This design comes from an exercise in tuning for small area and a short achievable clock period on the open sky130 flow, not from production work.
Power and IR drop assume default switching activity.

==> build 47 <==
==> flow/design.v <==
module maxpool_new(
	input [4:0] stride,
	input  maxpool_enable,
	output reg [18:0] address1 , write_address,
	output reg maxpool_done, patch_end,
	input clk ,
	input reset,
	input [9:0]  w1 ,h1,
	input [4:0] w2,h2,
	output reg [9:0] width,
	output [9:0] height
    );
reg [9:0] w1r;
reg [4:0] w2m1, h2m1, sr;
reg [4:0]  hi, vi;       
reg [9:0]  Hn;           
reg        fw;           
reg [18:0] W;            
reg [18:0] N;            
reg [9:0]  Vrem;         
reg [9:0]  q;            
reg [4:0]  r;            
reg        wvalid;       
assign height = maxpool_done ? q : 10'd0;
wire [18:0] a_step, w_sum, wa_n;
wire [4:0]  hi_n, vi_n, r_n;
wire [9:0]  Hn_n, Vrem_n, q_n, width_n;
wire        done_n, pe_n, fw_n;
wire        c_run, c_a_step, c_a_w, c_a_N, c_vi, c_pend, c_w_step, c_w_N, c_w_w;
wire        c_qr, c_row, c_width, c_ncap;
maxpool_step st (
	.w1r(w1r), .w2m1(w2m1), .h2m1(h2m1), .sr(sr),
	.address1(address1), .write_address(write_address), .maxpool_done(maxpool_done),
	.hi(hi), .vi(vi), .Hn(Hn), .fw(fw), .W(W), .Vrem(Vrem),
	.q(q), .r(r), .wvalid(wvalid),
	.a_step(a_step), .w_sum(w_sum), .wa_n(wa_n),
	.hi_n(hi_n), .vi_n(vi_n), .r_n(r_n),
	.Hn_n(Hn_n), .Vrem_n(Vrem_n), .q_n(q_n), .width_n(width_n),
	.done_n(done_n), .pe_n(pe_n), .fw_n(fw_n),
	.c_run(c_run), .c_a_step(c_a_step), .c_a_w(c_a_w), .c_a_N(c_a_N),
	.c_vi(c_vi), .c_pend(c_pend), .c_w_step(c_w_step), .c_w_N(c_w_N), .c_w_w(c_w_w),
	.c_qr(c_qr), .c_row(c_row), .c_width(c_width), .c_ncap(c_ncap)
);
wire [18:0] a_d, wa_d, W_d, N_d;
wire [4:0]  hi_d, vi_d, r_d;
wire [9:0]  Hn_d, Vrem_d, q_d, width_d;
wire        done_d, pe_d, fw_d, wv_d;
maxpool_gate gt (
	.reset(reset), .en(maxpool_enable), .stride(stride), .h1(h1),
	.address1(address1), .write_address(write_address), .maxpool_done(maxpool_done),
	.patch_end(patch_end), .hi(hi), .vi(vi), .Hn(Hn), .fw(fw), .W(W), .N(N),
	.Vrem(Vrem), .q(q), .r(r), .wvalid(wvalid), .width(width),
	.a_step(a_step), .w_sum(w_sum), .wa_n(wa_n),
	.hi_n(hi_n), .vi_n(vi_n), .r_n(r_n),
	.Hn_n(Hn_n), .Vrem_n(Vrem_n), .q_n(q_n), .width_n(width_n),
	.done_n(done_n), .pe_n(pe_n), .fw_n(fw_n),
	.c_run(c_run), .c_a_step(c_a_step), .c_a_w(c_a_w), .c_a_N(c_a_N),
	.c_vi(c_vi), .c_pend(c_pend), .c_w_step(c_w_step), .c_w_N(c_w_N), .c_w_w(c_w_w),
	.c_qr(c_qr), .c_row(c_row), .c_width(c_width), .c_ncap(c_ncap),
	.a_d(a_d), .wa_d(wa_d), .W_d(W_d), .N_d(N_d),
	.hi_d(hi_d), .vi_d(vi_d), .r_d(r_d),
	.Hn_d(Hn_d), .Vrem_d(Vrem_d), .q_d(q_d), .width_d(width_d),
	.done_d(done_d), .pe_d(pe_d), .fw_d(fw_d), .wv_d(wv_d)
);
always @(posedge clk) begin
	w1r  <= w1;
	w2m1 <= w2 - 5'd1;
	h2m1 <= h2 - 5'd1;
	sr   <= stride;
	address1      <= a_d;
	write_address <= wa_d;
	maxpool_done  <= done_d;
	patch_end     <= pe_d;
	hi     <= hi_d;
	vi     <= vi_d;
	Hn     <= Hn_d;
	fw     <= fw_d;
	W      <= W_d;
	N      <= N_d;
	Vrem   <= Vrem_d;
	q      <= q_d;
	r      <= r_d;
	wvalid <= wv_d;
	width  <= width_d;
end
endmodule
module maxpool_step(
	input [9:0]  w1r,
	input [4:0]  w2m1, h2m1, sr,
	input [18:0] address1, write_address,
	input        maxpool_done,
	input [4:0]  hi, vi,
	input [9:0]  Hn,
	input        fw,
	input [18:0] W,
	input [9:0]  Vrem,
	input [9:0]  q,
	input [4:0]  r,
	input        wvalid,
	output [18:0] a_step, w_sum, wa_n,
	output [4:0]  hi_n, vi_n, r_n,
	output [9:0]  Hn_n, Vrem_n, q_n, width_n,
	output        done_n, pe_n, fw_n,
	output        c_run, c_a_step, c_a_w, c_a_N, c_vi, c_pend, c_w_step, c_w_N, c_w_w,
	output        c_qr, c_row, c_width, c_ncap
);
function [19:0] radd;
	input [18:0] x, y;
	input        ci;
	integer i;
	reg c;
	begin
		c = ci;
		for (i = 0; i < 19; i = i + 1) begin
			radd[i] = x[i] ^ y[i] ^ c;
			c = (x[i] & y[i]) | (c & (x[i] ^ y[i]));
		end
		radd[19] = c;
	end
endfunction
function [18:0] fadd;
	input [18:0] x;
	input [9:0]  y;
	reg [5:0] lo, m0, m1;
	reg [18:0] hi0, hi1;
	reg c10;
	begin
		lo  = radd({14'd0, x[4:0]}, {14'd0, y[4:0]}, 1'b0);
		m0  = radd({14'd0, x[9:5]}, {14'd0, y[9:5]}, 1'b0);
		m1  = radd({14'd0, x[9:5]}, {14'd0, y[9:5]}, 1'b1);
		hi0 = {10'd0, x[18:10]};
		hi1 = radd({10'd0, x[18:10]}, 19'd0, 1'b1);
		c10 = lo[5] ? m1[5] : m0[5];
		fadd = {c10 ? hi1[8:0] : hi0[8:0], lo[5] ? m1[4:0] : m0[4:0], lo[4:0]};
	end
endfunction
wire [9:0]  D1      = w1r - {5'd0, w2m1};          
wire        wrap    = (hi == w2m1);
wire        vlast   = (vi == h2m1);
wire        pend    = wrap & vlast;
wire [19:0] hd      = radd({9'd0, Hn}, {9'd0, ~D1}, 1'b1);
wire        lastwin = hd[10];                      
wire        rowend  = pend & lastwin;
wire [19:0] vi1w    = radd({14'd0, vi}, 19'd0, 1'b1);
wire [4:0]  vi1     = vi1w[4:0];
wire        ncap    = wrap & (vi1 == sr) & fw;
assign a_step = fadd(address1, wrap ? D1 : 10'd1);
wire [19:0] ws = radd(W, {14'd0, sr}, 1'b0);
assign w_sum  = ws[18:0];
assign c_run    = ~maxpool_done;
assign c_a_step = c_run & (~pend | rowend & ncap);
assign c_a_w    = c_run & pend & ~rowend;
assign c_a_N    = c_run & rowend & ~ncap;
assign c_vi     = c_run & wrap;
assign c_pend   = c_run & pend;
assign c_w_step = c_pend & rowend & ncap;
assign c_w_N    = c_pend & rowend & ~ncap;
assign c_w_w    = c_pend & ~rowend;
assign c_qr     = c_pend & (~wvalid | lastwin);
assign c_row    = c_run & rowend;
assign c_width  = c_row & ~wvalid;
assign c_ncap   = c_run & ncap;
wire [4:0]  dm1   = wvalid ? h2m1 : w2m1;
wire [19:0] rt    = radd({14'd0, r}, {14'd0, sr}, 1'b0);              
wire [19:0] rs    = radd({13'd0, rt[5:0]}, {13'd1, ~dm1}, 1'b0);      
wire        ge    = rs[6];
wire [19:0] qi    = radd({9'd0, q}, 19'd0, ge);
wire        s_h2  = (sr == h2m1 + 5'd1);                              
wire        first = rowend & ~wvalid;
wire [19:0] wa1   = radd(write_address, 19'd0, 1'b1);
wire [19:0] hi1   = radd({14'd0, hi}, 19'd0, 1'b1);
wire [19:0] hs    = radd({9'd0, Hn}, {14'd0, sr}, 1'b0);
wire [19:0] vs    = radd({9'd0, Vrem}, {9'd0, 5'h1f, ~sr}, 1'b1);
assign wa_n    = wa1[18:0];
assign hi_n    = wrap ? 5'd0 : hi1[4:0];
assign vi_n    = vlast ? 5'd0 : vi1;
assign Hn_n    = lastwin ? {5'd0, sr} : hs[9:0];
assign fw_n    = lastwin;
assign Vrem_n  = vs[9:0];
assign width_n = qi[9:0];
assign q_n     = first ? {9'd0, s_h2} : qi[9:0];
assign r_n     = first ? (s_h2 ? 5'd0 : sr) : ge ? rs[4:0] : rt[4:0];
assign done_n  = rowend ? (Vrem == {5'd0, sr})
                        : (wrap & ~vlast & fw & ({5'd0, vi1} == Vrem));
assign pe_n    = c_pend;
endmodule
module maxpool_gate(
	input        reset, en,
	input [4:0]  stride,
	input [9:0]  h1,
	input [18:0] address1, write_address,
	input        maxpool_done, patch_end,
	input [4:0]  hi, vi,
	input [9:0]  Hn,
	input        fw,
	input [18:0] W, N,
	input [9:0]  Vrem, q,
	input [4:0]  r,
	input        wvalid,
	input [9:0]  width,
	input [18:0] a_step, w_sum, wa_n,
	input [4:0]  hi_n, vi_n, r_n,
	input [9:0]  Hn_n, Vrem_n, q_n, width_n,
	input        done_n, pe_n, fw_n,
	input        c_run, c_a_step, c_a_w, c_a_N, c_vi, c_pend, c_w_step, c_w_N, c_w_w,
	input        c_qr, c_row, c_width, c_ncap,
	output [18:0] a_d, wa_d, W_d, N_d,
	output [4:0]  hi_d, vi_d, r_d,
	output [9:0]  Hn_d, Vrem_d, q_d, width_d,
	output        done_d, pe_d, fw_d, wv_d
);
wire ne = ~reset & en;
wire nr = ~reset;
wire l_run    = ne & c_run,    k_run   = nr & ~(en & c_run);
wire l_a_step = ne & c_a_step;
wire l_a_w    = ne & c_a_w;
wire l_a_N    = ne & c_a_N;
wire l_pe     = ne,            k_pe    = nr & ~en;
wire l_vi     = ne & c_vi,     k_vi    = nr & ~(en & c_vi);
wire l_pend   = ne & c_pend,   k_pend  = nr & ~(en & c_pend);
wire l_w_step = ne & c_w_step;
wire l_w_N    = ne & c_w_N;
wire l_w_w    = ne & c_w_w;
wire l_qr     = ne & c_qr,     k_qr    = nr & ~(en & c_qr);
wire l_row    = ne & c_row,    k_row   = nr & ~(en & c_row);
wire l_width  = ne & c_width,  k_width = nr & ~(en & c_width);
wire l_ncap   = en & c_ncap,   k_ncap  = ~(en & c_ncap);
mp_sel3 #(19) s_a (.l0(l_a_step), .l1(l_a_w), .l2(l_a_N), .k(k_run),
	.n0(a_step), .n1(w_sum), .n2(N), .q(address1), .d(a_d));
mp_sel3 #(19) s_W (.l0(l_w_step), .l1(l_w_w), .l2(l_w_N), .k(k_pend),
	.n0(a_step), .n1(w_sum), .n2(N), .q(W), .d(W_d));
mp_sel #(19) s_N  (.l(l_ncap), .k(k_ncap), .n(a_step), .q(N), .d(N_d));
mp_sel #(19) s_wa (.l(l_pend), .k(k_pend), .n(wa_n), .q(write_address), .d(wa_d));
mp_sel #(1)  s_dn (.l(l_run), .k(k_run), .n(done_n), .q(maxpool_done), .d(done_d));
mp_sel #(5)  s_hi (.l(l_run), .k(k_run), .n(hi_n), .q(hi), .d(hi_d));
mp_sel #(1)  s_pe (.l(l_pe), .k(k_pe), .n(pe_n), .q(patch_end), .d(pe_d));
mp_sel #(5)  s_vi (.l(l_vi), .k(k_vi), .n(vi_n), .q(vi), .d(vi_d));
mp_sel #(10) s_q  (.l(l_qr), .k(k_qr), .n(q_n), .q(q), .d(q_d));
mp_sel #(5)  s_r  (.l(l_qr), .k(k_qr), .n(r_n), .q(r), .d(r_d));
mp_sel #(10) s_wd (.l(l_width), .k(k_width), .n(width_n), .q(width), .d(width_d));
mp_sel #(1)  s_wv (.l(l_row), .k(k_row), .n(1'b1), .q(wvalid), .d(wv_d));
mp_sel2 #(10) s_Hn (.l0(l_pend), .l1(reset), .k(k_pend),
	.n0(Hn_n), .n1({5'd0, stride}), .q(Hn), .d(Hn_d));
mp_sel2 #(10) s_V  (.l0(l_row), .l1(reset), .k(k_row),
	.n0(Vrem_n), .n1(h1), .q(Vrem), .d(Vrem_d));
assign fw_d = reset | l_pend & fw_n | k_pend & fw;
endmodule
module mp_sel #(parameter W = 1) (
	input          l, k,
	input  [W-1:0] n, q,
	output [W-1:0] d
);
assign d = {W{l}} & n | {W{k}} & q;
endmodule
module mp_sel2 #(parameter W = 1) (
	input          l0, l1, k,
	input  [W-1:0] n0, n1, q,
	output [W-1:0] d
);
assign d = {W{l0}} & n0 | {W{l1}} & n1 | {W{k}} & q;
endmodule
module mp_sel3 #(parameter W = 1) (
	input          l0, l1, l2, k,
	input  [W-1:0] n0, n1, n2, q,
	output [W-1:0] d
);
assign d = {W{l0}} & n0 | {W{l1}} & n1 | {W{l2}} & n2 | {W{k}} & q;
endmodule
==> flow/flow/run.sh <==
#!/bin/bash
# Standard layout, with the port buffers made from buf_2 cells and timing
# repair asked to leave more setup slack than the clock period needs.
export BUFFER_PORTS_ARGS="-buffer_cell sky130_fd_sc_hd__buf_2"
export SETUP_SLACK_MARGIN=18
bash standard.sh > standard.log 2>&1
==> flow/standard.sh <==
#!/bin/bash
# synth_recipe.tcl (not shown) runs the flow's synth.tcl, then flattens the netlist and writes it again
# the make line also repeats each setting of config.mk as NAME=value (left out here)
make -C /OpenROAD-flow-scripts/flow DESIGN_CONFIG=/design/flow/config.mk WORK_HOME=/design/flow/orfs CLKGATE_MAP_FILE= SYNTH_SCRIPT=/design/flow/synth_recipe.tcl "${@:-finish}"
==> flow/config.mk <==
export PLATFORM = sky130hd
export DESIGN_NAME = maxpool_new
export DESIGN_NICKNAME = maxpool_new
export VERILOG_FILES = /design/flow/design.v
export SDC_FILE = /design/flow/constraint.sdc
export NUM_CORES = 4
export LEC_CHECK = 0
export CAP_MARGIN = 50
export CORE_MARGIN = 2
export CORE_UTILIZATION = 40
export SLEW_MARGIN = 70
export SYNTH_HIERARCHICAL = 1
==> flow/constraint.sdc <==
create_clock -name core_clock -period 25.0 [get_ports {clk}]
set_input_delay 5.0000 -clock core_clock [delete_from_list [all_inputs] [get_ports {clk}]]
set_output_delay 5.0000 -clock core_clock [all_outputs]
set_load 0.01 [all_outputs]
==> trial 64 (differences from build 47) <==
Settings changed: CTS_BUF_LIST set to sky130_fd_sc_hd__clkbuf_8.
==> qor summary <==
item	build 47	trial 64
CTS Root Buffer Type	sky130_fd_sc_hd__clkbuf_16	sky130_fd_sc_hd__clkbuf_8
Logic gate share of total power	11.4%	12.9%
First-pass DRT Iterations	10	6
Met3 usage	4.511%	4.147%
Number of clock buffers in the layout	18	17
Pwr dens	59.39 nW/um^2	53.65 nW/um^2
Ratio of routed vias to standard cells	5.324	5.298
Power of the clock network	263 uW	195 uW
DRC marker count from the first detailed-route iteration	416	407
Total Power Consumption	602.1 uW	533.6 uW
Result of the run	finished clean	finished clean
Skew-Pair Late Insertion Delay	0.44 ns	0.46 ns
Max Clock Freq	0.1598 GHz	0.1595 GHz
FF+latch area	3211 sq um	3209 sq um
M1 wire length	9874 microns	9825 microns
Global routing met1 resource utilization	25.03%	24.66%
No run of this note included a check of the RTL's function; only the layout flow was run.

[static timing again, ports no longer ideal]
The flow's constraints put no driver on any port. The routed layouts listed below were extracted and timed again, unchanged, in two steps.
Step 1, drivers: a clkbuf_16 drives clk and a buf_2 each remaining input, both assumed.
Step 2 adds t to the input delays and takes it off the output delays; t is the mean of the earliest and latest rising clock arrival at the registers after step 1. Input paths then give back, and output paths get back, about the clock's delay inside the block.
a / b / c = ideal / step 1 / step 2; a / b = the first two.
run	shift t [ns]	setup WS [ns]	worst hold slack (ns)
build 47	0.479	18.741 / 18.695 / 18.536	0.463 / 0.463 / 0.463
trial 64	0.495	18.731 / 18.687 / 18.561	0.468 / 0.468 / 0.468
After both steps every run listed still meets setup and hold. For build 47, which loses most, drivers alone change the setup slack by -0.046 ns; drivers and shift together by -0.205 ns.
